This is an optimization exercise on Yosys and OpenROAD, whose aim is small area, a short achievable clock period and few clock cycles per item, not a production implementation.
The RTL was checked by simulation tests, not by an equivalence proof against the original design.

<file path="design/flow/config.mk">
export PLATFORM = sky130hd
export DESIGN_NAME = idct_top
export DESIGN_NICKNAME = idct_top
export VERILOG_FILES = /design/flow/design.v
export SDC_FILE = /design/flow/constraint.sdc
export NUM_CORES = 4
export LEC_CHECK = 0
export CAP_MARGIN = 20
export CORE_MARGIN = 2
export CORE_UTILIZATION = 40
export PLACE_DENSITY = 0.6
export SLEW_MARGIN = 20
</file>
<file path="design/flow/constraint.sdc">
create_clock -name core_clock -period 12.0 [get_ports {clk}]
set_input_delay 2.4000 -clock core_clock [delete_from_list [all_inputs] [get_ports {clk}]]
set_output_delay 2.4000 -clock core_clock [all_outputs]
set_load 0.01 [all_outputs]
</file>
<file path="design/flow/design.v">
`timescale 1ns / 1ps
module weight_matrix (
    input  wire [2:0] k,
    output reg  [7:0] neg,       
    output reg  [2:0] sel0, sel1, sel2, sel3
);
    always @(*) begin
        case (k)
            3'd0: begin sel0 = 3'd0; sel1 = 3'd0; sel2 = 3'd0; sel3 = 3'd0; neg = 8'b00000000; end
            3'd1: begin sel0 = 3'd1; sel1 = 3'd2; sel2 = 3'd3; sel3 = 3'd4; neg = 8'b11110000; end
            3'd2: begin sel0 = 3'd5; sel1 = 3'd6; sel2 = 3'd6; sel3 = 3'd5; neg = 8'b00111100; end
            3'd3: begin sel0 = 3'd2; sel1 = 3'd4; sel2 = 3'd1; sel3 = 3'd3; neg = 8'b10001110; end
            3'd4: begin sel0 = 3'd0; sel1 = 3'd0; sel2 = 3'd0; sel3 = 3'd0; neg = 8'b01100110; end
            3'd5: begin sel0 = 3'd3; sel1 = 3'd1; sel2 = 3'd4; sel3 = 3'd2; neg = 8'b10110010; end
            3'd6: begin sel0 = 3'd6; sel1 = 3'd5; sel2 = 3'd5; sel3 = 3'd6; neg = 8'b01011010; end
            default: begin sel0 = 3'd4; sel1 = 3'd3; sel2 = 3'd2; sel3 = 3'd1; neg = 8'b10101010; end
        endcase
    end
endmodule
`timescale 1ns / 1ps
module mac_unit #(
    parameter AW = 24
) (
    input clk,
    input rst,
    input in_v,
    input [2:0] k,
    input signed [15:0] x,
    output reg done,
    output [8*AW-1:0] acc_flat
);
    wire [7:0] neg;
    wire [2:0] sel0, sel1, sel2, sel3;
    weight_matrix wm (.k(k), .neg(neg), .sel0(sel0), .sel1(sel1), .sel2(sel2), .sel3(sel3));
    reg signed [23:0] X, x3, x5, x9, x11, x13;
    reg [2:0] sel0a, sel1a, sel2a, sel3a, ka;
    reg [7:0] nega;
    reg va;
    always @(posedge clk) begin
        X   <= x;
        x3  <= x + (x <<< 1);
        x5  <= x + (x <<< 2);
        x9  <= x + (x <<< 3);
        x11 <= x + (x <<< 1) + (x <<< 3);
        x13 <= x + (x <<< 2) + (x <<< 3);
        sel0a <= sel0; sel1a <= sel1; sel2a <= sel2; sel3a <= sel3;
        nega  <= neg;
        ka    <= k;
    end
    wire signed [23:0] m50  = (x3 <<< 4) + (X <<< 1);
    wire signed [23:0] m98  = (x3 <<< 5) + (X <<< 1);
    wire signed [23:0] m142 = (x9 <<< 4) - (X <<< 1);
    wire signed [23:0] m181 = (x11 <<< 4) + x5;
    wire signed [23:0] m213 = (x13 <<< 4) + x5;
    wire signed [23:0] m236 = (X <<< 8) - (x5 <<< 2);
    wire signed [23:0] m251 = (X <<< 8) - x5;
    function signed [23:0] pick;
        input [2:0] s;
        begin
            case (s)
                3'd0: pick = m181;
                3'd1: pick = m251;
                3'd2: pick = m213;
                3'd3: pick = m142;
                3'd4: pick = m50;
                3'd5: pick = m236;
                default: pick = m98;
            endcase
        end
    endfunction
    reg signed [23:0] p0, p1, p2, p3;
    reg [7:0] neg1;
    reg clr1, last1, v1;
    always @(posedge clk) begin
        p0 <= pick(sel0a);
        p1 <= pick(sel1a);
        p2 <= pick(sel2a);
        p3 <= pick(sel3a);
        neg1  <= nega;
        clr1  <= (ka == 3'd0);
        last1 <= (ka == 3'd7);
    end
    always @(posedge clk or posedge rst) begin
        if (rst) begin
            va   <= 1'b0;
            v1   <= 1'b0;
            done <= 1'b0;
        end else begin
            va   <= in_v;
            v1   <= va;
            done <= v1 & last1;
        end
    end
    wire signed [23:0] pl [0:7];
    assign pl[0] = p0; assign pl[1] = p1; assign pl[2] = p2; assign pl[3] = p3;
    assign pl[4] = p3; assign pl[5] = p2; assign pl[6] = p1; assign pl[7] = p0;
    genvar g;
    generate
        for (g = 0; g < 8; g = g + 1) begin : lane
            reg signed [AW-1:0] acc;
            wire signed [AW-1:0] pe = pl[g];
            wire signed [AW-1:0] pn = pe ^ {AW{neg1[g]}};
            always @(posedge clk)
                acc <= clr1 ? pe : acc + pn + neg1[g];
            assign acc_flat[AW*g +: AW] = acc;
        end
    endgenerate
endmodule
`timescale 1ns / 1ps
module row_buffer #(
    parameter W = 16
) (
    input clk,
    input write_enable,
    input [5:0] wr_index,
    input [W-1:0] data_in,
    input [5:0] rd_index,
    output [W-1:0] data_out
);
    reg [W-1:0] buffer [0:63];
    always @(posedge clk) begin
        if (write_enable)
            buffer[wr_index] <= data_in;
    end
    assign data_out = buffer[rd_index];
endmodule
`timescale 1ns / 1ps
module output_scaler (
    input signed [26:0] idct_value,
    output [7:0] pixel_out
);
    wire in_range = (idct_value[26:17] == {10{idct_value[17]}});
    assign pixel_out = in_range ? {~idct_value[17], idct_value[16:10]}
                                : {8{~idct_value[26]}};
endmodule
module perm_stage #(
    parameter W = 8,
    parameter A = 3,
    parameter B = 0
) (
    input clk,
    input [5:0] pos,
    input [W-1:0] din,
    output [W-1:0] dout
);
    localparam L = (1 << A) - (1 << B);
    reg [W-1:0] dl [0:L-1];
    wire s = pos[A] & ~pos[B];
    wire [W-1:0] tail = dl[L-1];
    integer i;
    assign dout = s ? din : tail;
    always @(posedge clk) begin
        dl[0] <= s ? tail : din;
        for (i = 1; i < L; i = i + 1)
            dl[i] <= dl[i-1];
    end
endmodule
`timescale 1ns / 1ps
module idct_fsm (
    input clk,
    input rst,
    input start,
    output reg busy,
    output reg [5:0] cnt
);
    always @(posedge clk or posedge rst) begin
        if (rst) begin
            busy <= 1'b0;
            cnt  <= 6'd0;
        end else if (start) begin
            busy <= 1'b1;
            cnt  <= 6'd0;
        end else if (busy) begin
            cnt <= cnt + 6'd1;
            if (cnt == 6'd63) busy <= 1'b0;
        end
    end
endmodule
`timescale 1ns / 1ps
module idct_top (
    input clk,
    input rst,
    input in_valid,
    input signed [15:0] F_in,
    output in_ready,
    output reg [7:0] idct_out,
    output reg out_valid
);
    reg rdy, iv, t63;
    reg signed [15:0] fd;
    reg [2:0] idx;                       
    reg [5:0] cnt;
    reg [6:0] age;
    assign in_ready = rdy;
    wire take = in_valid & rdy;
    wire [5:0] cnt_n = take ? cnt + 6'd1 : cnt;
    wire [6:0] age_n = (take && cnt == 6'd63) ? 7'd1 : (age == 7'd127 ? age : age + 7'd1);
    wire next_last = take ? (cnt == 6'd62) : (cnt == 6'd63);
    wire last_ok = (age == 7'd63) || (age >= 7'd113);
    always @(posedge clk or posedge rst) begin
        if (rst) begin
            rdy <= 1'b0;
            iv  <= 1'b0;
            t63 <= 1'b0;
            cnt <= 6'd0;
            age <= 7'd127;
        end else begin
            rdy <= ~(next_last && !last_ok);
            iv  <= take;
            t63 <= take && cnt == 6'd63;
            cnt <= cnt_n;
            age <= age_n;
        end
    end
    always @(posedge clk) begin
        fd  <= take ? F_in : 16'sd0;
        idx <= cnt[2:0];
    end
    wire rdone;
    wire [8*24-1:0] racc;
    mac_unit #(.AW(24)) row_mac (
        .clk(clk), .rst(rst), .in_v(iv), .k(idx), .x(fd),
        .done(rdone), .acc_flat(racc)
    );
    reg [127:0] gsr;
    reg g_act, gwm;
    reg [2:0] gsc, gsu, rowc;
    integer i;
    always @(posedge clk) begin
        if (rdone) begin
            for (i = 0; i < 8; i = i + 1)
                gsr[16*i +: 16] <= racc[24*i + 8 +: 16];
        end else
            gsr <= gsr >> 16;
    end
    always @(posedge clk or posedge rst) begin
        if (rst) begin
            g_act <= 1'b0;
            gwm   <= 1'b0;
            gsc   <= 3'd0;
            gsu   <= 3'd0;
            rowc  <= 3'd0;
        end else begin
            if (g_act && gsc == 3'd7 && gsu == 3'd7) gwm <= ~gwm;
            if (rdone) begin
                g_act <= 1'b1;
                gsc   <= 3'd0;
                gsu   <= rowc;
                rowc  <= rowc + 3'd1;
            end else if (g_act) begin
                gsc <= gsc + 3'd1;
                if (gsc == 3'd7) g_act <= 1'b0;
            end
        end
    end
    wire r_act;
    wire [5:0] rc;
    reg grm;
    wire [15:0] gdata;
    idct_fsm rseq (.clk(clk), .rst(rst), .start(t63), .busy(r_act), .cnt(rc));
    row_buffer #(.W(16)) gbuf (
        .clk(clk),
        .write_enable(g_act),
        .wr_index(gwm ? {gsc, gsu} : {gsu, gsc}),
        .data_in(gsr[15:0]),
        .rd_index(grm ? {rc[5:3], rc[2:0]} : {rc[2:0], rc[5:3]}),
        .data_out(gdata)
    );
    reg signed [15:0] gr;
    reg [2:0] gk;
    reg gv;
    always @(posedge clk or posedge rst) begin
        if (rst) begin
            grm <= 1'b0;
            gv  <= 1'b0;
        end else begin
            if (t63) grm <= gwm;
            gv <= r_act;
        end
    end
    always @(posedge clk) begin
        gr <= gdata;
        gk <= rc[2:0];
    end
    wire cdone;
    wire [8*27-1:0] cacc;
    mac_unit #(.AW(27)) col_mac (
        .clk(clk), .rst(rst), .in_v(gv), .k(gk), .x(gr),
        .done(cdone), .acc_flat(cacc)
    );
    wire [63:0] pix;
    genvar g;
    generate
        for (g = 0; g < 8; g = g + 1) begin : sc
            output_scaler os (.idct_value(cacc[27*g +: 27]), .pixel_out(pix[8*g +: 8]));
        end
    endgenerate
    reg [63:0] psr;
    reg [2:0] colc;
    always @(posedge clk) begin
        if (cdone) psr <= pix;
        else       psr <= psr >> 8;
    end
    reg [5:0] pc;
    reg pend, o_act;
    wire load0 = cdone && colc == 3'd0;
    wire [5:0] pc2 = pc - 6'd7;
    wire [5:0] pc3 = pc - 6'd21;
    wire [7:0] q1, q2, q3;
    perm_stage #(.W(8), .A(3), .B(0)) ps1 (.clk(clk), .pos(pc),  .din(psr[7:0]), .dout(q1));
    perm_stage #(.W(8), .A(4), .B(1)) ps2 (.clk(clk), .pos(pc2), .din(q1),       .dout(q2));
    perm_stage #(.W(8), .A(5), .B(2)) ps3 (.clk(clk), .pos(pc3), .din(q2),       .dout(q3));
    always @(posedge clk or posedge rst) begin
        if (rst) begin
            colc      <= 3'd0;
            pc        <= 6'd0;
            pend      <= 1'b0;
            o_act     <= 1'b0;
            out_valid <= 1'b0;
        end else begin
            if (cdone) colc <= colc + 3'd1;
            pc <= load0 ? 6'd0 : pc + 6'd1;
            if (pc == 6'd48) o_act <= pend;
            if (load0) pend <= 1'b1;
            else if (pc == 6'd48) pend <= 1'b0;
            out_valid <= o_act;
        end
    end
    always @(posedge clk) idct_out <= q3;
endmodule
</file>
<file path="design/flow/flow/run.sh">
#!/bin/bash
# The standard layout (the standard.sh: standard synthesis, floorplan, place, CTS, route),
# with ORFS's timing repair asked for setup slack of at least SETUP_MARGIN ns against the
# 12 ns clock, so that it sizes and buffers the design for a shorter achieved period.
# The clock, the I/O delays and every other constraint are the standard flow's own.
set -euo pipefail
SETUP_MARGIN=7.5
bash standard.sh SETUP_SLACK_MARGIN=$SETUP_MARGIN finish > standard.log 2>&1
</file>
<file path="design/flow/standard.sh">
#!/bin/bash
# synth_recipe.tcl (not shown) runs the flow's synth.tcl, then flattens the netlist and writes it again
# the make line also repeats each setting of config.mk as NAME=value (left out here)
make -C /OpenROAD-flow-scripts/flow DESIGN_CONFIG=/design/flow/config.mk WORK_HOME=/design/flow/orfs CLKGATE_MAP_FILE= SYNTH_SCRIPT=/design/flow/synth_recipe.tcl "${@:-finish}"
</file>
==> metrics.md, run 1 <==
| Metric | Value |
|---|---|
| Clk buf depth | `4` |
| Cts hold-fix bufs | `0` |
| Die Wd | `roughly 560 um` |
| Most common cell in the netlist | `dfxtp_1` |
| Asr flop ratio synth | `2.11%` |
| Fin Clk Skew | `0.0820 ns` |
| Hold depth | `0` |
| DRT iter0 DRCs | `8412` |
| Die area | `318000 sq um` |
| Final hold vios | `0` |
| Setup TNS | `0 ns` |
| WHS Endpoint | `ps1.dl[3][7]$_DFF_P_` |
| Via count | `90.0k` |
| Row count | `between 200 and 250` |
| DRC | `0` |
| H-tree Lvls | `5` |
| Pins Over Slew Limit | `0` |
| Post-synth cell types | `109` |
| CTS buffer count | `around 280` |
| CTS Sinks | `2558` |
| # setup viols final | `0` |
| Reg clk slew, reported paths | `0.06 ns` |
| Worst Setup SP | `col_mac.X[3]$_DFF_P_` |
| First-pass GRT wire length | `about 540000 um` |
| HPWL Detailed | `248000 um` |
| Slew HR | `15.2%` |
| Syn_nets | `~12k` |
| Syn Area/Cell | `11.0 sq um` |
| Iteration count of the initial detailed-routing pass | `9` |
| Die Span Y | `564 um` |
| Worst Setup End Kind | `register` |
| F_max | `around 0.23 GHz` |
| Layout cells sized above 1 | `approximately 11%` |
| Starting density of the core | `40.2%` |
| Routed wire length | `360000 um` |
| # IOs | `29` |
| Syn Inst Count | `11.4k` |
| Fin crit period | `4.38 ns` |
| Hold slack | `0.301 ns` |
| Max_cap viols | `0` |
| Final ANT Viol Nets | `0` |
| WP data required | `12.75 ns` |
| CTS Root Cell | `clkbuf_16` |
| Reg2reg path depth | `13` |
| Gr ovfl total | `0` |
| R2R Path Start | `col_mac.X[3]$_DFF_P_` |
| GRT Util Overall | `22.0%` |
| Min setup slack post-route | `7.62 ns` |
| Critical Path Fanout Max | `7` |
| CTS tree | `yes` |
| Core Area | `312000 sq um` |
| Synthesized flop and latch total | `2558` |
| Largest net degree at the start of global routing | `roughly 200` |
| Net count, final | `~12k` |
| Synth area leader | `edfxtp_1` |
| Clock latency on the worst-skew pair | `0.92 ns` |
| R2R setup slack | `7.62 ns` |
| Register area share after synthesis | `49.3%` |
| Post-synth EDFFs | `roughly 1k` |
| Hold path start | `ps1.dl[2][7]$_DFF_P_` |
| WL per Instance | `22.7 um` |
| Initial antenna violation count | `15` |
| Port buffer count | `28` |
| Post-synth top area share | `24.5%` |
| RSZ-0062 raised after global routing | `false` |
| Top cells by area, synth | `edfxtp_1 (25%), dfxtp_1 (24%), ha_1 (7.6%)` |
| Main synth FF type | `dfxtp_1` |
| Hold Crit Class | `register to register` |
| Area growth, synth to finish | `11.8%` |
| Commonest cells post-synth | `dfxtp_1 (1480), edfxtp_1 (1024), o21ai_0 (867)` |
| Startpoint Class | `register` |
| Worst-Margin Slew | `1.27 ns` |
| DP Worst Slack | `6.89 ns` |
| Path type of the worst setup path | `register to register` |
| Vias in the first global route | `between 80k and 90k` |
| Status | `timing/DRC/antenna clean` |
| Period utilization | `between 30 and 40%` |
| Routability Congestion | `0.975` |
| Synth Cell Area | `125000 sq um` |
| Crit Reg-Reg Endpoint | `col_mac.p1[22]$_DFF_P_` |
| Vias per cell | `~5.7` |
| Yosys warns | `12` |
| Worst path arrival time | `5.13 ns` |
## flip-flops by register name, indices dropped and copies added (netlist names), 56 cells and up
signal and cells:
psr 64, ps1.dl 56, ps3.dl 224, row_mac.lane.acc 192, col_mac.lane.acc 216, gbuf.buffer 1024, ps2.dl 112, gsr 128
## through the flow
stage               cell area, sq um  std cells  utilization, %
floorplan                     125000      11434               -
global placement              130000      15286            41.8
detailed placement            130000      15286            41.8
CTS                           140000      15799            44.9
global route                  140000      15807            44.9
finish                        140000      15811            44.9
## cell type report
| cell class | instances | area [sq um] |
|---|---|---|
| diodes | 6 | 15.0 |
| multi-input cells | 8073 | 60700 |
| clock inverters | 146 | 1640 |
| repair buffers | 209 | 1730 |
| flip-flops and latches | 2558 | 61800 |
| fillers | 28702 | 172000 |
| well taps | 4140 | 5180 |
| inverters | 312 | 1170 |
| clock buffers | 367 | 7830 |
## cell usage in the layout (no fill, tap or decap), drive strengths merged, types with 47 or more instances in the layout
master and n:
mux2i 112, a31oi 143, xor2 619, a311oi 52
mux2 173, ha 759, a21o 268, xnor2 442
o21bai 108, nand3 106, a22oi 50, o21a 110
o31ai 60, and2 118, o21ai 898, nor2b 90
o211ai 49, nor2 732, clkinv 95, a221oi 50
nand2 861, nand2b 133, buf 180, edfxtp 1024
and3 66, o22ai 60, inv 335, dfxtp 1480
nor3 142, dfrtp 47, clkbuf 368, or3 53
a21oi 846, mux4 294, a211oi 172
## logic make-up (layout without fill, tap and decap cells)
logic type	count (synthesis)	count (layout)	share of synthesized area, %
AO/OA/AOI/OAI	3165	3165	15.9
multiplexers	579	579	7.73
buffers and inverters	803	1034	2.50
AND/OR/NAND/NOR	2475	2475	9.06
flip-flops	2558	2558	49.3
other	0	6	0
XOR/XNOR	1061	1061	7.43
adder cells (fa/ha/maj)	793	793	8.12
## metal layers
metal  share of wire (%)  global-route usage, %  vias to the layer above
met5               0.033                      0                        -
li1                    -                      -                    42213
met4                 4.1                   8.55                        8
met1                  44                   30.0                    44024
met2                  45                   34.9                     3144
met3                 7.2                   3.78                      625
## worst max-delay path by stage
| stage | endpoint | depth (start not counted) |
|---|---|---|
| final | col_mac.p1[22]$_DFF_P_ | 13 |
| after global routing | row_mac.x11[18]$_DFF_P_ | 17 |
| after detailed placement | gr[5]$_DFF_P_ | 9 |
| after CTS | gr[5]$_DFF_P_ | 9 |
| after global placement | gr[5]$_DFF_P_ | 9 |
| after floorplan | col_mac.x11[17]$_DFF_P_ | 17 |
## timing repair
item                                    CTS  global route
pin swaps                                 0             1
endpoints found under the setup margin   25            39
cloned                                    0             0
buffers inserted                          0             5
resized for setup                        21            39
## critical path, stage by stage (launching register included)
cell	delay [ns]
dfxtp_1	0.31
buf_4	0.22
inv_1	0.11
ha_1	0.54
nor4b_2	0.30
o22ai_1	0.17
o211ai_1	0.59
nand2_1	0.17
o31ai_1	0.45
a221oi_1	0.16
xnor2_1	0.55
a21oi_1	0.15
a2bb2oi_1	0.15
a311oi_1	0.41
Testbench counts, summed over its fixed seeds: cycles 7,160, blocks 96.
==> run 2: changes to the inputs <==
--- a/design/flow/design.v
+++ b/design/flow/design.v
@@ -265,5 +265,8 @@
         .data_in(gsr[15:0]),
-        .rd_index(grm ? {rc[5:3], rc[2:0]} : {rc[2:0], rc[5:3]}),
+        .rd_index(ra),
         .data_out(gdata)
     );
+    reg [5:0] ra;
+    reg [2:0] rak;
+    reg rav;
     reg signed [15:0] gr;
@@ -274,2 +277,3 @@
             grm <= 1'b0;
+            rav <= 1'b0;
             gv  <= 1'b0;
@@ -277,3 +281,4 @@
             if (t63) grm <= gwm;
-            gv <= r_act;
+            rav <= r_act;
+            gv  <= rav;
         end
@@ -281,4 +286,6 @@
     always @(posedge clk) begin
-        gr <= gdata;
-        gk <= rc[2:0];
+        ra  <= grm ? {rc[5:3], rc[2:0]} : {rc[2:0], rc[5:3]};
+        rak <= rc[2:0];
+        gr  <= gdata;
+        gk  <= rak;
     end
--- a/design/flow/flow/run.sh
+++ b/design/flow/flow/run.sh
@@ -6,3 +6,3 @@
 set -euo pipefail
-SETUP_MARGIN=7.5
+SETUP_MARGIN=8.0
 bash standard.sh SETUP_SLACK_MARGIN=$SETUP_MARGIN finish > standard.log 2>&1
--- a/design/flow/config.mk
+++ b/design/flow/config.mk
@@ -9,4 +9,6 @@
 export CORE_MARGIN = 2
-export CORE_UTILIZATION = 40
-export PLACE_DENSITY = 0.6
+export CORE_UTILIZATION = 55
+export CTS_CLUSTER_DIAMETER = 60
+export CTS_CLUSTER_SIZE = 24
+export PLACE_DENSITY = 0.75
 export SLEW_MARGIN = 20
==> run 2 against run 1 <==
  * Register-to-register slack gained 0.42 ns
  * Sequential share of layout area increased by 1.3 points
  * Non-clock buffer count shrank 5
  * Synthesized cell count down 1.2%
  * Critical path depth rose by 2
  * Wire length decreased by 0.41%
  * Setup slack gained 0.42 ns
  * Area after synthesis is 0.60% higher
  * Global-route usage increased by 8.0 points
  * Flip-flop and latch count increased by 10
  * Critical path type unchanged
==> metrics.md, run 2 <==
| Metric | Value |
|---|---|
| Max Used Layer | `met5 (unchanged)` |
| Metal-1 WL | `143000 um (was 157000 um)` |
| Syn_nets | `12.1k (was 12.2k)` |
| Critical-path cell list | `ha_1 > fa_1 > xor2_1 > ha_1 > fa_1 > a21o_1 > a21oi_1 > o21bai_1 > a21oi_1 > o21bai_1 > a21oi_2 > o211ai_1 > a31o_2 > a21oi_1 > xnor2_1 (was buf_4 > inv_1 > ha_1 > nor4b_2 > o22ai_1 > o211ai_1 > nand2_1 > o31ai_1 > a221oi_1 > xnor2_1 > a21oi_1 > a2bb2oi_1 > a311oi_1)` |
| DRC | `0 (unchanged)` |
| Synthesized flop and latch total | `2568 (was 2558)` |
| Syn Inst Count | `11.3k (was 11.4k)` |
| Core Area | `228000 sq um (was 312000 sq um)` |
| Period utilization | `33.0% (was 36.5%)` |
| Largest register by flop count | `gbuf.buffer (unchanged)` |
| WL per Instance | `25.0 um (was 22.7 um)` |
| Delay-heaviest family, CP | `compound AO/OA/AOI/OAI gates (unchanged)` |
| H-tree Lvls | `4 (was 5)` |
| Row count | `175 (was 205)` |
| Synth area leader | `edfxtp_1 (unchanged)` |
| Post-synth EDFFs | `1024 (unchanged)` |
| Top cells by area, synth | `edfxtp_1 (24%), dfxtp_1 (24%), ha_1 (7.5%) (was edfxtp_1 (25%), dfxtp_1 (24%), ha_1 (7.6%))` |
| Final hold vios | `0 (unchanged)` |
| Hold path start | `ps3.dl[20][4]$_DFF_P_ (was ps1.dl[2][7]$_DFF_P_)` |
| Area growth, synth to finish | `8.26% (was 11.8%)` |
| Final Core Density | `60.0% (was 44.9%)` |
| Yosys warns | `12 (unchanged)` |
| R2R Path Start | `gr[0]$_DFF_P_ (was col_mac.X[3]$_DFF_P_)` |
| Cts hold-fix bufs | `0 (unchanged)` |
| Placed Cells | `14.0k (was 15.3k)` |
| # IOs | `29 (unchanged)` |
| Wire length on met2 | `160000 um (was 162000 um)` |
| Max_cap viols | `0 (unchanged)` |
| DP Area | `130000 sq um (about the same)` |
| Final ANT Viol Nets | `0 (unchanged)` |
| Worst-Margin Slew | `1.26 ns (was 1.27 ns)` |
| Most common cell in the netlist | `dfxtp_1 (unchanged)` |
| Fin Clk Skew | `0.0839 ns (was 0.0820 ns)` |
| Net count, final | `12.0k (was 12.3k)` |
| GRT Util Overall | `30.0% (was 22.0%)` |
| Routability Congestion | `0.994 (was 0.975)` |
| Register area share after synthesis | `49.1% (was 49.3%)` |
| Hold slack | `0.296 ns (was 0.301 ns)` |
| Setup TNS | `0 ns (unchanged)` |
| Worst stage delay on the critical path | `0.43 ns (was 0.59 ns)` |
| Final Cell Area | `137000 sq um (was 140000 sq um)` |
| Commonest non-fill, non-tap cell in the layout | `dfxtp_1 (unchanged)` |
| Regs by FF count | `gbuf.buffer (1024), ps3.dl (224), col_mac.lane.acc (216) (unchanged)` |
| RSZ-0062 raised after global routing | `true (was false)` |
| WP data required | `12.71 ns (was 12.75 ns)` |
| CTS tree | `yes (unchanged)` |
| Non-filler cells, final | `14.4k (was 15.8k)` |
| CTS Sinks | `2568 (was 2558)` |
| First-pass GRT wire length | `536000 um (was 541000 um)` |
| Syn Area/Cell | `11.2 sq um (was 11.0 sq um)` |
| Iteration count of the initial detailed-routing pass | `9 (unchanged)` |
| Buffer and inverter count on the worst path | `0 (was 2)` |
| Layout cells sized above 1 | `11.2% (was 11.3%)` |
| Max reg flops | `1024 (unchanged)` |
| # setup viols final | `0 (unchanged)` |
| Slew HR | `15.6% (was 15.2%)` |
| Asr flop ratio synth | `2.14% (was 2.11%)` |
| Startpoint Class | `register (unchanged)` |
| Gr ovfl total | `0 (unchanged)` |
| Critical Path Fanout Max | `6 (was 7)` |
| Path type of the worst setup path | `register to register (unchanged)` |
| Vias per cell | `6.41 (was 5.69)` |
| Fin crit period | `3.96 ns (was 4.38 ns)` |
| Worst Setup SP | `gr[0]$_DFF_P_ (was col_mac.X[3]$_DFF_P_)` |
| CTS Root Cell | `clkbuf_16 (unchanged)` |
| Post-synth cell types | `98 (was 109)` |
| Largest net degree at the start of global routing | `122 (was 203)` |
| HPWL Detailed | `247000 um (was 248000 um)` |
| Initial antenna violation count | `17 (was 15)` |
| Die Wd | `483 um (was 564 um)` |
| Die Span Y | `483 um (was 564 um)` |
| F_max | `0.252 GHz (was 0.228 GHz)` |
| Reg clk slew, reported paths | `0.09 ns (was 0.06 ns)` |
| Met3 Routed Length | `35200 um (was 25800 um)` |
| Clock latency on the worst-skew pair | `0.88 ns (was 0.92 ns)` |
| Slowest-stage cell, CP | `fa_1 (was o211ai_1)` |
| Commonest cells post-synth | `dfxtp_1 (1489), edfxtp_1 (1024), o21ai_0 (846) (was dfxtp_1 (1480), edfxtp_1 (1024), o21ai_0 (867))` |
| Clk buf depth | `3 (was 4)` |
| Worst path arrival time | `4.67 ns (was 5.13 ns)` |
| Via count | `92.0k (was 90.0k)` |
| Die area | `233000 sq um (was 318000 sq um)` |
| Most used cell, CP | `a21oi_1` |
| Starting density of the core | `55.4% (was 40.2%)` |
| CTS buffer count | `169 (was 284)` |
| Pins Over Slew Limit | `0 (unchanged)` |
| Main synth FF type | `dfxtp_1 (unchanged)` |
| DRT iter0 DRCs | `10.9k (was 8412)` |
| Status | `timing/DRC/antenna clean (unchanged)` |
| Post-synth top area share | `24.4% (was 24.5%)` |
| Port buffer count | `28 (unchanged)` |
| Synth Cell Area | `126000 sq um (was 125000 sq um)` |
| Worst Setup End Kind | `register (unchanged)` |
| Most frequent cells in the layout | `dfxtp_1 (1437), edfxtp_1 (1024), o21ai_0 (839) (was dfxtp_1 (1433), edfxtp_1 (1024), o21ai_0 (864))` |
| Vias in the first global route | `88.2k (about the same)` |
| Routed wire length | `358000 um (was 360000 um)` |
| Hold Crit Class | `register to register (unchanged)` |
==> run 2: logic make-up after synthesis <==
kind of cell	after synthesis	share of synthesized area, %
simple gates	2430	8.91
fa+ha+maj	793	8.07
compound gates	3054	15.4
buf+inv	767	2.29
flops	2568	49.1
xor+xnor	1018	7.07
mux	663	9.17
==> run 2: path summary, 6_finish.rpt <==
path                            depth (start not counted)                 endpoint  slack (ns)
worst max register to register                         15  col_mac.x11[17]$_DFF_P_        8.04
max in group asynchronous                               3   row_mac.done$_DFF_PP0_        9.09
worst min register to register                          0    ps3.dl[21][4]$_DFF_P_        0.30
worst max-delay path                                   15  col_mac.x11[17]$_DFF_P_        8.04
min in group asynchronous                               3          pc[0]$_DFF_PP0_        2.11
worst min-delay path                                    0    ps3.dl[21][4]$_DFF_P_        0.30
==> run 2: metrics by stage <==
stage / setup slack, ns
global route: 7.88
detailed placement: 7.26
finish: 8.04
global placement: 7.29
floorplan: 8.25
CTS: 8.00
==> run 2: repair_timing <==
action / in CTS / in global routing
gates resized for setup: 52 / 97
setup buffers: 1 / 11
setup endpoints to repair: 79 / 91
pin swaps: 0 / 16
==> run 2: layout make-up <==
| type | instances | area [sq um] |
|---|---|---|
| antenna | 5 | 12.5 |
| clock inverter | 106 | 1610 |
| clock buffer | 199 | 4420 |
| multi-input combinational | 7958 | 61800 |
| tap | 3009 | 3760 |
| inverter | 301 | 1130 |
| fill | 17885 | 91200 |
| sequential | 2568 | 62100 |
| timing repair buffer | 204 | 1690 |
==> run 2: layer usage <==
layer | track usage (%) | vias to the layer above
li1 | - | 41813
met1 | 40.1 | 44488
met2 | 47.1 | 4665
met3 | 5.89 | 1018
met4 | 14.2 | 10
met5 | 0 | -
Testbench counts of run 2, summed over its fixed seeds: cycles 7,168, blocks 96.
==> run 3: changes to the inputs <==
--- a/design/flow/flow/run.sh
+++ b/design/flow/flow/run.sh
@@ -6,3 +6,3 @@
 set -euo pipefail
-SETUP_MARGIN=8.0
+SETUP_MARGIN=8.5
 bash standard.sh SETUP_SLACK_MARGIN=$SETUP_MARGIN finish > standard.log 2>&1
==> run 3 against run 2 <==
  * Still clean
  * First-iteration DRC count shrank 0.26%
  * Register-to-register slack improved by 0.15 ns
  * Die area unchanged
  * Utilization grew 2.2 points
  * Sequential share of layout area fell by 1.5 points
  * Non-clock buffer count rose by 246
==> metrics.md, run 3 <==
| Metric | Value |
|---|---|
| Reg2reg path depth | `18 (was 15)` |
| Slew HR | `19.3% (was 15.6%)` |
| Syn Area/Cell | `11.2 sq um (unchanged)` |
| Largest net degree at the start of global routing | `117 (was 122)` |
| Routability Congestion | `1.06 (was 0.994)` |
| Period utilization | `31.8% (was 33.0%)` |
| Syn Inst Count | `11.3k (unchanged)` |
| Clock latency on the worst-skew pair | `0.90 ns (was 0.88 ns)` |
| Layout cells sized above 1 | `16.5% (was 11.2%)` |
| # setup viols final | `0 (unchanged)` |
| R2R setup slack | `8.19 ns (was 8.04 ns)` |
| Worst-Margin Slew | `1.21 ns (was 1.26 ns)` |
| Startpoint Class | `register (unchanged)` |
| Most frequent cells in the layout | `dfxtp_1 (1389), edfxtp_1 (1024), o21ai_0 (790) (was dfxtp_1 (1437), edfxtp_1 (1024), o21ai_0 (839))` |
| Register Area | `62200 sq um (was 62100 sq um)` |
| Syn_nets | `12.1k (unchanged)` |
| Regs by FF count | `gbuf.buffer (1024), ps3.dl (224), col_mac.lane.acc (216) (unchanged)` |
| Path type of the worst setup path | `register to output port (was register to register)` |
| Port buffer count | `28 (unchanged)` |
| Crit Reg-Reg Endpoint | `col_mac.x11[17]$_DFF_P_ (unchanged)` |
| WL per Instance | `25.4 um (was 25.0 um)` |
| H-tree Lvls | `4 (unchanged)` |
| Worst path arrival time | `1.42 ns (was 4.67 ns)` |
| WHS Endpoint | `ps1.dl[5][2]$_DFF_P_ (was ps3.dl[21][4]$_DFF_P_)` |
| Die Span Y | `483 um (unchanged)` |
| CTS buffer count | `169 (unchanged)` |
| R2R Path Start | `gr[2]$_DFF_P_ (was gr[0]$_DFF_P_)` |
| Synth Cell Area | `126000 sq um (unchanged)` |
| DRT iter0 DRCs | `10.8k (was 10.9k)` |
| Area growth, synth to finish | `12.3% (was 8.26%)` |
| Asr flop ratio synth | `2.14% (unchanged)` |
| Fin crit period | `3.82 ns (was 3.96 ns)` |
| Starting density of the core | `55.4% (unchanged)` |
| Hold depth | `0 (unchanged)` |
| Row count | `175 (unchanged)` |
| Largest register by flop count | `gbuf.buffer (unchanged)` |
| Slowest-stage cell, CP | `dfrtp_1 (was fa_1)` |
| HPWL Detailed | `244000 um (was 247000 um)` |
| Critical-path cell list | `buf_6 (was ha_1 > fa_1 > xor2_1 > ha_1 > fa_1 > a21o_1 > a21oi_1 > o21bai_1 > a21oi_1 > o21bai_1 > a21oi_2 > o211ai_1 > a31o_2 > a21oi_1 > xnor2_1)` |
| Reg clk slew, reported paths | `0.09 ns (about the same)` |
| Synth area leader | `edfxtp_1 (unchanged)` |
| Synthesized flop and latch total | `2568 (unchanged)` |
| Initial antenna violation count | `22 (was 17)` |
| Gr ovfl total | `0 (unchanged)` |
| Worst Setup End Kind | `output port (was register)` |
| Commonest cells post-synth | `dfxtp_1 (1489), edfxtp_1 (1024), o21ai_0 (846) (unchanged)` |
| Most common cell in the netlist | `dfxtp_1 (unchanged)` |
| Hold path start | `ps1.dl[4][2]$_DFF_P_ (was ps3.dl[20][4]$_DFF_P_)` |
| DRC | `0 (unchanged)` |
| Setup TNS | `0 ns (unchanged)` |
| Pins Over Slew Limit | `0 (unchanged)` |
| GRT Util Overall | `30.5% (was 30.0%)` |
| Die Wd | `483 um (unchanged)` |
| Post-synth top area share | `24.4% (unchanged)` |
| Worst stage delay on the critical path | `0.44 ns (was 0.43 ns)` |
| Die area | `233000 sq um (unchanged)` |
| Via count | `93.7k (was 92.0k)` |
| Net count, final | `12.3k (was 12.0k)` |
| Clk buf depth | `3 (unchanged)` |
| Non-filler cells, final | `14.6k (was 14.4k)` |
| Yosys warns | `12 (unchanged)` |
| Main synth FF type | `dfxtp_1 (unchanged)` |
| Post-synth cell types | `98 (unchanged)` |
| Vias in the first global route | `90.2k (was 88.2k)` |
| Core Area | `228000 sq um (unchanged)` |
| Routed wire length | `371000 um (was 358000 um)` |
| RSZ-0062 raised after global routing | `true (unchanged)` |
| Placed Cells | `14.0k (about the same)` |
| Buffer and inverter count on the worst path | `1 (was 0)` |
| WP data required | `9.60 ns (was 12.71 ns)` |
| Iteration count of the initial detailed-routing pass | `8 (was 9)` |
| Delay-heaviest family, CP | `flip-flops (was compound AO/OA/AOI/OAI gates)` |
| F_max | `0.262 GHz (was 0.252 GHz)` |
| CTS Root Cell | `clkbuf_16 (unchanged)` |
| Number of filler cells placed in the layout | `17.1k (was 17.9k)` |
| Commonest non-fill, non-tap cell in the layout | `dfxtp_1 (unchanged)` |
| Vias per cell | `6.42 (was 6.41)` |
| CTS tree | `yes (unchanged)` |
| Max reg flops | `1024 (unchanged)` |
| Final hold vios | `0 (unchanged)` |
| Final ANT Viol Nets | `0 (unchanged)` |
| Post-synth EDFFs | `1024 (unchanged)` |
| Max_cap viols | `0 (unchanged)` |
| First-pass GRT wire length | `545000 um (was 536000 um)` |
| Hold Crit Class | `register to register (unchanged)` |
| Register area share after synthesis | `49.1% (unchanged)` |
| CTS Sinks | `2568 (unchanged)` |
| Top cells by area, synth | `edfxtp_1 (24%), dfxtp_1 (24%), ha_1 (7.5%) (unchanged)` |
| Status | `timing/DRC/antenna clean (unchanged)` |
| Combined area of the multi-input logic cells | `64300 sq um (was 61800 sq um)` |
| Fin Clk Skew | `0.0804 ns (was 0.0839 ns)` |
| Critical Path Fanout Max | `1 (was 6)` |
| # IOs | `29 (unchanged)` |
[run 3: layer usage]
metal	up-vias	wire, um	track usage, %
met1	45557	146000	40.4
li1	42310	-	-
met2	4816	169000	48.5
met3	1040	34700	5.59
met5	-	132	0
met4	20	20800	14.6
[run 3: through the flow]
step / utilization [%] / hold slack (ns) / setup WS [ns] / cell area [sq um]
6_report: 62.2 / 0.288 / 8.18 / 142000
5_1_grt: 62.2 / 0.279 / 8.04 / 142000
4_1_cts: 61.0 / 0.278 / 8.13 / 139000
3_5_place_dp: 57.0 / 0.312 / 7.49 / 130000
3_3_place_gp: 56.9 / 0.310 / 7.54 / 130000
2_1_floorplan: - / 0.310 / 8.42 / 126000
[run 3: cells by family (layout without fill, tap and decap cells)]
kind of cell	Yosys count	after routing	share of synthesized area [%]
xor+xnor	1018	1018	7.07
flops	2568	2568	49.1
fa+ha+maj	793	793	8.07
mux	663	663	9.17
buf+inv	767	1053	2.29
compound gates	3054	3054	15.4
simple gates	2430	2430	8.91
other cells	0	5	0
[run 3: cell type report]
type	instances	share of cell area, %
Multi-Input combinational cell	7958	45.4
Sequential cell	2568	43.9
Clock buffer	197	3.12
Timing Repair Buffer	450	2.93
Tap cell	3009	2.66
Clock inverter	105	1.14
Inverter	301	0.809
Antenna cell	5	0.00884
[run 3: how the worst max path moves through the flow]
stage / slack, ns / to / cells after the start / startpoint
2_1_floorplan: 8.42 / col_mac.lane[2].acc[26]$_DFF_P_ / 14 / col_mac.neg1[2]$_DFF_P_
3_3_place_gp: 7.54 / col_mac.p0[21]$_DFF_P_ / 10 / col_mac.x13[0]$_DFF_P_
3_5_place_dp: 7.49 / gr[7]$_DFF_P_ / 5 / ra[0]$_DFF_P_
4_1_cts: 8.13 / out_valid / 1 / out_valid$_DFF_PP0_
5_1_grt: 8.04 / col_mac.x11[16]$_DFF_P_ / 16 / gr[2]$_DFF_P_
6_report: 8.18 / out_valid / 1 / out_valid$_DFF_PP0_
[run 3: what timing repair did]
| action | CTS | global route |
|---|---|---|
| setup buffers | 143 | 115 |
| pin swaps | 167 | 229 |
| resized for setup | 460 | 343 |
| setup endpoints to repair | 247 | 235 |
| hold buffers | 0 | 0 |
| gates cloned | 7 | 7 |
==> run 4: changes to the inputs <==
--- a/design/flow/flow/run.sh
+++ b/design/flow/flow/run.sh
@@ -6,3 +6,3 @@
 set -euo pipefail
-SETUP_MARGIN=8.5
+SETUP_MARGIN=9.0
 bash standard.sh SETUP_SLACK_MARGIN=$SETUP_MARGIN finish > standard.log 2>&1
==> run 4 against run 3 <==
  * Still clean on timing, DRC and antenna
  * Area after synthesis stayed put
  * Wire length increased by 6.7%
  * First-iteration DRC count down 0.36%
  * Synthesized cell count unchanged
==> metrics.md, run 4 <==
| Metric | Value |
|---|---|
| Worst-Margin Slew | `1.16 ns (was 1.21 ns)` |
| Synth Cell Area | `126000 sq um (unchanged)` |
| F_max | `0.257 GHz (was 0.262 GHz)` |
| WL per Instance | `26.2 um (was 25.4 um)` |
| Reg clk slew, reported paths | `0.08 ns (was 0.09 ns)` |
| CTS tree | `yes (unchanged)` |
| Synthesized flop and latch total | `2568 (unchanged)` |
| Max_cap viols | `0 (unchanged)` |
| Die area | `233000 sq um (unchanged)` |
| CTS Root Cell | `clkbuf_16 (unchanged)` |
| Max reg flops | `1024 (unchanged)` |
| Fin Clk Skew | `0.0620 ns (was 0.0804 ns)` |
| GR Util met3 | `5.66% (was 5.59%)` |
| Clock latency on the worst-skew pair | `0.91 ns (was 0.90 ns)` |
| Die Wd | `483 um (unchanged)` |
| Via count | `96.9k (was 93.7k)` |
| Slowest-stage cell, CP | `dfrtp_2 (was dfrtp_1)` |
| Final Cell Area | `151000 sq um (was 142000 sq um)` |
| Routability Congestion | `1.04 (was 1.06)` |
| Largest register by flop count | `gbuf.buffer (unchanged)` |
| RSZ-0062 raised after global routing | `true (unchanged)` |
| Cts hold-fix bufs | `0 (unchanged)` |
| Number of filler cells placed in the layout | `16.0k (was 17.1k)` |
| CTS Sinks | `2568 (unchanged)` |
| Slew HR | `22.1% (was 19.3%)` |
| Row count | `175 (unchanged)` |
| Period utilization | `32.4% (was 31.8%)` |
| Starting density of the core | `55.4% (unchanged)` |
| Final ANT Viol Nets | `0 (unchanged)` |
| Path type of the worst setup path | `register to output port (unchanged)` |
| Top cells by area, synth | `edfxtp_1 (24%), dfxtp_1 (24%), ha_1 (7.5%) (unchanged)` |
| Syn Inst Count | `11.3k (unchanged)` |
| Critical Path Fanout Max | `1 (unchanged)` |
| Commonest non-fill, non-tap cell in the layout | `dfxtp_1 (unchanged)` |
| Post-synth cell types | `98 (unchanged)` |
| Routed wire length | `396000 um (was 371000 um)` |
| HPWL Detailed | `253000 um (was 244000 um)` |
| GRT Util Overall | `32.5% (was 30.5%)` |
| Iteration count of the initial detailed-routing pass | `9 (was 8)` |
| # setup viols final | `0 (unchanged)` |
| Asr flop ratio synth | `2.14% (unchanged)` |
| Most frequent cells in the layout | `dfxtp_1 (1358), edfxtp_1 (1024), nand2_1 (773) (was dfxtp_1 (1389), edfxtp_1 (1024), o21ai_0 (790))` |
| Register area share after synthesis | `49.1% (unchanged)` |
| Worst path arrival time | `1.49 ns (was 1.42 ns)` |
| First-pass GRT wire length | `577000 um (was 545000 um)` |
| Final hold vios | `0 (unchanged)` |
| Hold Crit Class | `register to register (unchanged)` |
| CTS buffer count | `175 (was 169)` |
| DP Area | `130000 sq um (about the same)` |
| Syn Area/Cell | `11.2 sq um (unchanged)` |
| Vias in the first global route | `93.4k (was 90.2k)` |
| Worst Setup End Kind | `output port (unchanged)` |
| Area growth, synth to finish | `20.1% (was 12.3%)` |
| Port buffer count | `28 (unchanged)` |
| Main synth FF type | `dfxtp_1 (unchanged)` |
| Worst stage delay on the critical path | `0.47 ns (was 0.44 ns)` |
| Post-synth top area share | `24.4% (unchanged)` |
| Largest net degree at the start of global routing | `88 (was 117)` |
| Fin crit period | `3.89 ns (was 3.82 ns)` |
| Die Span Y | `483 um (unchanged)` |
| Regs by FF count | `gbuf.buffer (1024), ps3.dl (224), col_mac.lane.acc (216) (unchanged)` |
| Initial antenna violation count | `20 (was 22)` |
| M2 GR Usage | `52.6% (was 48.5%)` |
| DRT iter0 DRCs | `10.8k (about the same)` |
| Net count, final | `12.7k (was 12.3k)` |
| Global route hottest layer | `met2 (unchanged)` |
| M1 GR Usage | `42.4% (was 40.4%)` |
| Delay-heaviest family, CP | `flip-flops (unchanged)` |
| Post-synth EDFFs | `1024 (unchanged)` |
| Pins Over Slew Limit | `0 (unchanged)` |
| Synth area leader | `edfxtp_1 (unchanged)` |
| Layout cells sized above 1 | `25.8% (was 16.5%)` |
| Most common cell in the netlist | `dfxtp_1 (unchanged)` |
| Setup TNS | `0 ns (unchanged)` |
| Yosys warns | `12 (unchanged)` |
| Core Area | `228000 sq um (unchanged)` |
| Vias per cell | `6.42 (about the same)` |
| Gr ovfl total | `0 (unchanged)` |
| Status | `timing/DRC/antenna clean (unchanged)` |
| DRC | `0 (unchanged)` |
| Commonest cells post-synth | `dfxtp_1 (1489), edfxtp_1 (1024), o21ai_0 (846) (unchanged)` |
| # IOs | `29 (unchanged)` |
| H-tree Lvls | `4 (unchanged)` |
| WP data required | `9.60 ns (about the same)` |
| Critical-path cell list | `buf_6 (unchanged)` |
| Syn_nets | `12.1k (unchanged)` |
| Startpoint Class | `register (unchanged)` |
| Clk buf depth | `3 (unchanged)` |
| Buffer and inverter count on the worst path | `1 (unchanged)` |
run 4: routing by layer:
metal  part of all wire, %  wire (um)  up-vias
met3                   9.2      36400     1187
met2                    47     184000     5094
met1                    39     153000    47346
li1                      -          -    43235
met5                 0.022         88        -
met4                   5.6      22000       12
run 4: cell type report:
class	instances	area [sq um]	area share [%]
inverter	301	1150	0.757
timing repair buffer	923	8620	5.69
antenna	8	20.0	0.0132
tap	3009	3760	2.49
clock buffer	207	4680	3.09
clock inverter	109	1500	0.992
multi-input combinational	7958	69500	45.8
sequential	2568	62300	41.1
run 4: what timing repair did:
item | in CTS | in global routing
resized for setup | 1134 | 866
pin swaps | 573 | 700
endpoints found under the hold margin | 0 | 0
setup buffers | 436 | 280
cloned | 20 | 3
endpoints found under the setup margin | 460 | 382
run 4: final timing paths:
kind / startpoint / to / slack (ns) / depth (start not counted)
max: out_valid$_DFF_PP0_ / out_valid / 8.11 / 1
min: col_mac.nega[7]$_DFF_P_ / col_mac.neg1[7]$_DFF_P_ / 0.31 / 0
max reg2reg: gr[2]$_DFF_P_ / col_mac.x13[16]$_DFF_P_ / 8.22 / 17
min reg2reg: col_mac.nega[7]$_DFF_P_ / col_mac.neg1[7]$_DFF_P_ / 0.31 / 0
max in group asynchronous: rst / col_mac.done$_DFF_PP0_ / 9.32 / 3
min in group asynchronous: rst / iv$_DFF_PP0_ / 2.06 / 3
run 4: kinds of logic (layout without fill, tap and decap cells):
logic type | count (synthesis) | in the layout | synth area share [%]
xor gates and xnor gates | 1018 | 1018 | 7.07
adders and majority gates | 793 | 793 | 8.07
other | 0 | 8 | 0
muxes | 663 | 663 | 9.17
AOI/OAI and AO/OA | 3054 | 3054 | 15.4
and+or+nand+nor | 2430 | 2430 | 8.91
DFF | 2568 | 2568 | 49.1
buffers and inverters | 767 | 1540 | 2.29
run 4: stage by stage:
stage / cells / setup slack (ns) / utilization (%) / hold slack, ns
6_report: 15083 / 8.11 / 66.5 / 0.308
5_1_grt: 15076 / 8.06 / 66.5 / 0.309
4_1_cts: 14792 / 8.04 / 63.8 / 0.297
3_3_place_gp: 14020 / 7.48 / 57.2 / 0.310
2_1_floorplan: 11293 / 8.61 / - / 0.310
3_5_place_dp: 14020 / 7.35 / 57.2 / 0.312
==> run 5: changes to the inputs <==
--- a/design/flow/flow/run.sh
+++ b/design/flow/flow/run.sh
@@ -6,3 +6,3 @@
 set -euo pipefail
-SETUP_MARGIN=9.0
+SETUP_MARGIN=8.5
 bash standard.sh SETUP_SLACK_MARGIN=$SETUP_MARGIN finish > standard.log 2>&1
--- a/design/flow/config.mk
+++ b/design/flow/config.mk
@@ -14 +14,2 @@
 export SLEW_MARGIN = 20
+export TNS_END_PERCENT = 20
==> run 5 against run 4 <==
  * Register-to-register slack gained 0.02 ns
  * Critical endpoint unchanged
  * Still clean
  * Flip-flop and latch count is the same
  * Wire length shrank 7.3%
==> metrics.md, run 5 <==
| Metric | Value |
|---|---|
| DRT iter0 DRCs | `10.5k (was 10.8k)` |
| DP Worst Slack | `7.40 ns (was 7.35 ns)` |
| Vias in the first global route | `89.8k (was 93.4k)` |
| Max reg flops | `1024 (unchanged)` |
| # setup viols final | `0 (unchanged)` |
| CTS tree | `yes (unchanged)` |
| Synth Cell Area | `126000 sq um (unchanged)` |
| Starting density of the core | `55.4% (unchanged)` |
| Clock latency on the worst-skew pair | `0.87 ns (was 0.91 ns)` |
| Pins Over Slew Limit | `0 (unchanged)` |
| Layout cells sized above 1 | `14.9% (was 25.8%)` |
| Worst path arrival time | `1.42 ns (was 1.49 ns)` |
| Clk buf depth | `3 (unchanged)` |
| Post-synth EDFFs | `1024 (unchanged)` |
| Critical-path cell list | `buf_6 (unchanged)` |
| Synthesized flop and latch total | `2568 (unchanged)` |
| Min setup slack post-route | `8.18 ns (was 8.11 ns)` |
| Commonest non-fill, non-tap cell in the layout | `dfxtp_1 (unchanged)` |
| Yosys warns | `12 (unchanged)` |
| Hold path start | `ps3.dl[23][3]$_DFF_P_ (was col_mac.nega[7]$_DFF_P_)` |
| GRT Util Overall | `30.5% (was 32.5%)` |
| Worst-Margin Slew | `1.31 ns (was 1.16 ns)` |
| RSZ-0062 raised after global routing | `true (unchanged)` |
| Path type of the worst setup path | `register to output port (unchanged)` |
| Core Area | `228000 sq um (unchanged)` |
| Period utilization | `31.9% (was 32.4%)` |
| # IOs | `29 (unchanged)` |
| Syn_nets | `12.1k (unchanged)` |
| Commonest cells post-synth | `dfxtp_1 (1489), edfxtp_1 (1024), o21ai_0 (846) (unchanged)` |
| Register area share after synthesis | `49.1% (unchanged)` |
| Regs by FF count | `gbuf.buffer (1024), ps3.dl (224), col_mac.lane.acc (216) (unchanged)` |
| Die Wd | `483 um (unchanged)` |
| Status | `timing/DRC/antenna clean (unchanged)` |
| CTS buffer count | `170 (was 175)` |
| Largest net degree at the start of global routing | `219 (was 88)` |
| Fin Clk Skew | `0.0654 ns (was 0.0620 ns)` |
| Vias per cell | `6.39 (was 6.42)` |
| Post-synth top area share | `24.4% (unchanged)` |
| Syn Area/Cell | `11.2 sq um (unchanged)` |
| Asr flop ratio synth | `2.14% (unchanged)` |
| Main synth FF type | `dfxtp_1 (unchanged)` |
| Reg clk slew, reported paths | `0.09 ns (was 0.08 ns)` |
| Buffer and inverter count on the worst path | `1 (unchanged)` |
| First-pass GRT wire length | `544000 um (was 577000 um)` |
| Final ANT Viol Nets | `0 (unchanged)` |
| Port buffer count | `28 (unchanged)` |
| Worst stage delay on the critical path | `0.42 ns (was 0.47 ns)` |
| Final hold vios | `0 (unchanged)` |
| H-tree Lvls | `4 (unchanged)` |
| Worst Setup End Kind | `output port (unchanged)` |
| Max_cap viols | `0 (unchanged)` |
| WP data required | `9.60 ns (about the same)` |
| Row count | `175 (unchanged)` |
| Hold Crit Class | `register to register (unchanged)` |
| Die area | `233000 sq um (unchanged)` |
| Post-synth cell types | `98 (unchanged)` |
| Syn Inst Count | `11.3k (unchanged)` |
| Critical Path Fanout Max | `1 (unchanged)` |
| Fin crit period | `3.82 ns (was 3.89 ns)` |
| Die Span Y | `483 um (unchanged)` |
| CTS Root Cell | `clkbuf_16 (unchanged)` |
| Slew HR | `11.9% (was 22.1%)` |
| Synth area leader | `edfxtp_1 (unchanged)` |
| Top cells by area, synth | `edfxtp_1 (24%), dfxtp_1 (24%), ha_1 (7.5%) (unchanged)` |
| Routability Congestion | `0.992 (was 1.04)` |
| Initial antenna violation count | `17 (was 20)` |
| Number of filler cells placed in the layout | `17.4k (was 16.0k)` |
| Area growth, synth to finish | `11.0% (was 20.1%)` |
| R2R Path Start | `gr[0]$_DFF_P_ (was gr[2]$_DFF_P_)` |
| Slowest-stage cell, CP | `dfrtp_1 (was dfrtp_2)` |
| Startpoint Class | `register (unchanged)` |
| R2R setup slack | `8.24 ns (was 8.22 ns)` |
| Largest register by flop count | `gbuf.buffer (unchanged)` |
| Most frequent cells in the layout | `dfxtp_1 (1399), edfxtp_1 (1024), o21ai_0 (803) (was dfxtp_1 (1358), edfxtp_1 (1024), nand2_1 (773))` |
| Gr ovfl total | `0 (unchanged)` |
| Iteration count of the initial detailed-routing pass | `9 (unchanged)` |
| Net count, final | `12.2k (was 12.7k)` |
| F_max | `0.262 GHz (was 0.257 GHz)` |
| Worst Setup SP | `out_valid$_DFF_PP0_ (unchanged)` |
| Most common cell in the netlist | `dfxtp_1 (unchanged)` |
| Via count | `92.7k (was 96.9k)` |
| DRC | `0 (unchanged)` |
| Routed wire length | `367000 um (was 396000 um)` |
| Setup TNS | `0 ns (unchanged)` |
| HPWL Detailed | `250000 um (was 253000 um)` |
| Cts hold-fix bufs | `0 (unchanged)` |
| Delay-heaviest family, CP | `flip-flops (unchanged)` |
| WL per Instance | `25.3 um (was 26.2 um)` |
| CTS Sinks | `2568 (unchanged)` |
run 5: cell counts after synthesis:
Identical to the previous run, type by type.
run 5: worst paths after layout:
kind	endpoint	depth (start not counted)
max	out_valid	1
min	ps3.dl[24][3]$_DFF_P_	0
max reg2reg	col_mac.x13[17]$_DFF_P_	18
min reg2reg	ps3.dl[24][3]$_DFF_P_	0
max in group asynchronous	col_mac.done$_DFF_PP0_	3
min in group asynchronous	cnt[1]$_DFFE_PP0P_	3
run 5: area by class of cell:
| type | count | area (sq um) | area share [%] |
|---|---|---|---|
| well taps | 3009 | 3760 | 2.69 |
| clock buffers | 199 | 4400 | 3.15 |
| multi-input cells | 7958 | 63700 | 45.5 |
| clock inverters | 106 | 1550 | 1.11 |
| inverters | 301 | 1140 | 0.815 |
| flip-flops and latches | 2568 | 62200 | 44.4 |
| repair buffers | 356 | 3220 | 2.30 |
| diodes | 6 | 15.0 | 0.0107 |
run 5: stage by stage:
step | area, sq um | util (%) | cells | hold WS (ns)
5_1_grt | 140000 | 61.5 | 14499 | 0.322
6_report | 140000 | 61.5 | 14503 | 0.315
2_1_floorplan | 126000 | - | 11293 | 0.310
3_3_place_gp | 130000 | 56.9 | 14012 | 0.310
4_1_cts | 138000 | 60.4 | 14413 | 0.320
3_5_place_dp | 130000 | 56.9 | 14012 | 0.312
run 5: cells by family after synthesis:
logic type,share of synthesized area [%]
AO/OA/AOI/OAI,15.4
XOR/XNOR,7.07
adder cells (fa/ha/maj),8.07
buffers and inverters,2.29
flip-flops,49.1
multiplexers,9.17
AND/OR/NAND/NOR,8.91
run 5: timing repair:
item	CTS	global route
setup buffers	94	77
gates cloned	2	6
endpoints found under the setup margin	303	337
resized for setup	322	341
pin swaps	124	123
run 5: metal layers:
metal / up-vias / GRT usage (%) / wire [um]
met5: - / 0 / 32
met4: 6 / 14.1 / 19200
met3: 897 / 5.12 / 32000
met2: 4463 / 48.7 / 169000
met1: 45270 / 40.6 / 147000
li1: 42109 / - / -
==> run 6: changes to the inputs <==
--- a/design/flow/config.mk
+++ b/design/flow/config.mk
@@ -14,2 +14,2 @@
 export SLEW_MARGIN = 20
-export TNS_END_PERCENT = 20
+export TNS_END_PERCENT = 5
==> run 6 against run 5 <==
  * Setup slack got worse by 0.00090 ns
  * Global-route usage decreased by 0.31 points
  * Utilization is 0.78 points lower
  * Die area unchanged
  * Via count down 0.44%
  * Clock skew decreased by 0.0055 ns
  * Largest cell class unchanged
  * Area after synthesis stayed put
==> metrics.md, run 6 <==
| Metric | Value |
|---|---|
| Worst Setup End Kind | `output port (unchanged)` |
| Asr flop ratio synth | `2.14% (unchanged)` |
| Commonest non-fill, non-tap cell in the layout | `dfxtp_1 (unchanged)` |
| # IOs | `29 (unchanged)` |
| DRT iter0 DRCs | `10.8k (was 10.5k)` |
| GRT Util Overall | `30.1% (was 30.5%)` |
| Regs by FF count | `gbuf.buffer (1024), ps3.dl (224), col_mac.lane.acc (216) (unchanged)` |
| Most frequent cells in the layout | `dfxtp_1 (1418), edfxtp_1 (1024), o21ai_0 (820) (was dfxtp_1 (1399), edfxtp_1 (1024), o21ai_0 (803))` |
| Worst-Margin Slew | `1.37 ns (was 1.31 ns)` |
| Final Core Density | `60.7% (was 61.5%)` |
| Critical-path cell list | `buf_6 (unchanged)` |
| Routed wire length | `366000 um (was 367000 um)` |
| Largest register by flop count | `gbuf.buffer (unchanged)` |
| Hold Crit Class | `register to register (unchanged)` |
| Syn Inst Count | `11.3k (unchanged)` |
| Path type of the worst setup path | `register to output port (unchanged)` |
| Slowest-stage cell, CP | `dfrtp_1 (unchanged)` |
| Status | `timing/DRC/antenna clean (unchanged)` |
| Final ANT Viol Nets | `0 (unchanged)` |
| Fin Clk Skew | `0.0599 ns (was 0.0654 ns)` |
| Max_cap viols | `0 (unchanged)` |
| Register area share after synthesis | `49.1% (unchanged)` |
| Final hold vios | `0 (unchanged)` |
| Clk buf depth | `3 (unchanged)` |
| Net count, final | `12.1k (was 12.2k)` |
| CTS Sinks | `2568 (unchanged)` |
| Reg clk slew, reported paths | `0.09 ns (about the same)` |
| Vias per cell | `6.41 (was 6.39)` |
| # setup viols final | `0 (unchanged)` |
| Layout cells sized above 1 | `13.2% (was 14.9%)` |
| CTS buffer count | `170 (unchanged)` |
| Fin crit period | `3.82 ns (about the same)` |
| WP data required | `9.60 ns (about the same)` |
| Core Area | `228000 sq um (unchanged)` |
| H-tree Lvls | `4 (unchanged)` |
| Buffer and inverter count on the worst path | `1 (unchanged)` |
| Critical Path Fanout Max | `1 (unchanged)` |
| RSZ-0062 raised after global routing | `true (unchanged)` |
| Syn Area/Cell | `11.2 sq um (unchanged)` |
| Synthesized flop and latch total | `2568 (unchanged)` |
| Period utilization | `31.9% (about the same)` |
| Area growth, synth to finish | `9.58% (was 11.0%)` |
| DRC | `0 (unchanged)` |
| CTS tree | `yes (unchanged)` |
| Row count | `175 (unchanged)` |
| Syn_nets | `12.1k (unchanged)` |
| F_max | `0.262 GHz (about the same)` |
| Die Wd | `483 um (unchanged)` |
| Synth area leader | `edfxtp_1 (unchanged)` |
| Placed Cells | `14.0k (unchanged)` |
| Synth Cell Area | `126000 sq um (unchanged)` |
| First-pass GRT wire length | `539000 um (was 544000 um)` |
| Max reg flops | `1024 (unchanged)` |
| Most common cell in the netlist | `dfxtp_1 (unchanged)` |
| Slew HR | `7.82% (was 11.9%)` |
| WL per Instance | `25.4 um (was 25.3 um)` |
| Top cells by area, synth | `edfxtp_1 (24%), dfxtp_1 (24%), ha_1 (7.5%) (unchanged)` |
| Post-synth cell types | `98 (unchanged)` |
| Main synth FF type | `dfxtp_1 (unchanged)` |
| HPWL Detailed | `250000 um (unchanged)` |
| Cts hold-fix bufs | `0 (unchanged)` |
| Worst path arrival time | `1.42 ns (about the same)` |
| CTS Root Cell | `clkbuf_16 (unchanged)` |
| Largest net degree at the start of global routing | `219 (unchanged)` |
| Iteration count of the initial detailed-routing pass | `7 (was 9)` |
| Port buffer count | `28 (unchanged)` |
| Post-synth EDFFs | `1024 (unchanged)` |
| Die area | `233000 sq um (unchanged)` |
| Gr ovfl total | `0 (unchanged)` |
| Clock latency on the worst-skew pair | `0.87 ns (about the same)` |
| Non-filler cells, final | `14.4k (was 14.5k)` |
| Vias in the first global route | `88.7k (was 89.8k)` |
| Startpoint Class | `register (unchanged)` |
| Worst stage delay on the critical path | `0.42 ns (about the same)` |
| Die Span Y | `483 um (unchanged)` |
| Starting density of the core | `55.4% (unchanged)` |
| Yosys warns | `12 (unchanged)` |
| Post-synth top area share | `24.4% (unchanged)` |
| Setup TNS | `0 ns (unchanged)` |
| Initial antenna violation count | `18 (was 17)` |
| Routability Congestion | `0.992 (unchanged)` |
| Delay-heaviest family, CP | `flip-flops (unchanged)` |
| R2R setup slack | `8.22 ns (was 8.24 ns)` |
| Number of filler cells placed in the layout | `17.7k (was 17.4k)` |
| Via count | `92.3k (was 92.7k)` |
| Pins Over Slew Limit | `0 (unchanged)` |
| Commonest cells post-synth | `dfxtp_1 (1489), edfxtp_1 (1024), o21ai_0 (846) (unchanged)` |
==> run 6: changes by cell type in the layout (fill, tap and decap cells not counted), sizes merged <==
cell / change
bufbuf: -1
buf: -92
clkinvlp: +1
clkbuf: -1
inv: -1
clkdlybuf4s15: +1
==> run 6: kinds of logic after synthesis <==
family,Yosys count,share of synthesized area [%]
DFF,2568,49.1
AOI/OAI and AO/OA,3054,15.4
buffers and inverters,767,2.29
muxes,663,9.17
adders and majority gates,793,8.07
and+or+nand+nor,2430,8.91
xor gates and xnor gates,1018,7.07
==> run 6: area by class of cell <==
cell class                      instances  area [sq um]  area share (%)
Clock buffer                          199          4400            3.19
Clock inverter                        106          1550            1.12
Timing Repair Buffer                  263          2270            1.64
Tap cell                             3009          3760            2.72
Antenna cell                            6          15.0          0.0109
Inverter                              301          1140           0.828
Sequential cell                      2568         62100            45.0
Multi-Input combinational cell       7958         62900            45.5
==> run 6: routing by layer <==
| metal | share of wire, % | up-vias | track usage [%] |
|---|---|---|---|
| met5 | 0.026 | - | 0 |
| met4 | 5.2 | 12 | 13.5 |
| met3 | 8.8 | 916 | 4.86 |
| met2 | 46 | 4545 | 48.0 |
| met1 | 40 | 44963 | 40.7 |
| li1 | - | 41902 | - |
==> run 6: what timing repair did <==
action | in CTS | in global routing
resized for setup | 146 | 293
endpoints found under the setup margin | 303 | 357
pin swaps | 8 | 113
cloned | 1 | 2
setup buffers | 12 | 71
==> run 6: final timing paths <==
kind                                       start                           end  depth (start not counted)
hold / removal             ps3.dl[23][3]$_DFF_P_         ps3.dl[24][3]$_DFF_P_                          0
setup reg to reg                 gwm$_DFFE_PP0P_  gbuf.buffer[49][1]$_DFFE_PP_                          4
hold reg to reg            ps3.dl[23][3]$_DFF_P_         ps3.dl[24][3]$_DFF_P_                          0
min in group asynchronous                    rst            cnt[1]$_DFFE_PP0P_                          3
max in group asynchronous                    rst        col_mac.done$_DFF_PP0_                          3
setup / recovery             out_valid$_DFF_PP0_                     out_valid                          1
==> run 6: metrics by stage <==
stage          instance area, sq um  hold slack, ns  setup WS [ns]
6_report                     138000           0.313           8.18
5_1_grt                      138000           0.322           8.10
4_1_cts                      136000           0.320           8.12
3_5_place_dp                 130000           0.312           7.40
3_3_place_gp                 130000           0.310           7.40
2_1_floorplan                126000           0.310           8.29

==> separate check: timing with driven ports <==
Ports are ideal in the flow. The routed layouts listed here were re-timed in OpenROAD. Step 1 sets driving cells, clkbuf_16 on the clock port and buf_2 on the other inputs (assumed; they add their load-dependent delay and slew). Step 2 also shifts input and output timing later by t, the mid clock arrival at the registers, as if the neighbouring blocks saw the same clock. Three values: ideal, step 1, step 2; two values: the first two.
run	t (ns)	setup WS [ns]	worst setup path after step 2	latest minus earliest clock arrival (ns)	worst slew at a driven data input, ns
run 1	0.961	7.618 / 7.574 / 7.570	input to register	0.090 / 0.091	0.05
run 2	0.926	8.037 / 8.006 / 7.631	input to register	0.090 / 0.090	0.03
run 3	0.952	8.179 / 8.088 / 7.899	input to register	0.087 / 0.087	0.04
run 4	0.953	8.112 / 8.028 / 8.224	register to register	0.081 / 0.082	0.06
run 5	0.946	8.178 / 8.084 / 7.680	input to register	0.092 / 0.092	0.03
run 6	0.941	8.177 / 8.082 / 7.651	input to register	0.077 / 0.076	0.03
After both steps every run listed still meets setup and hold. For run 6, which loses most, drivers alone change the setup slack by -0.095 ns; drivers and shift together by -0.526 ns.
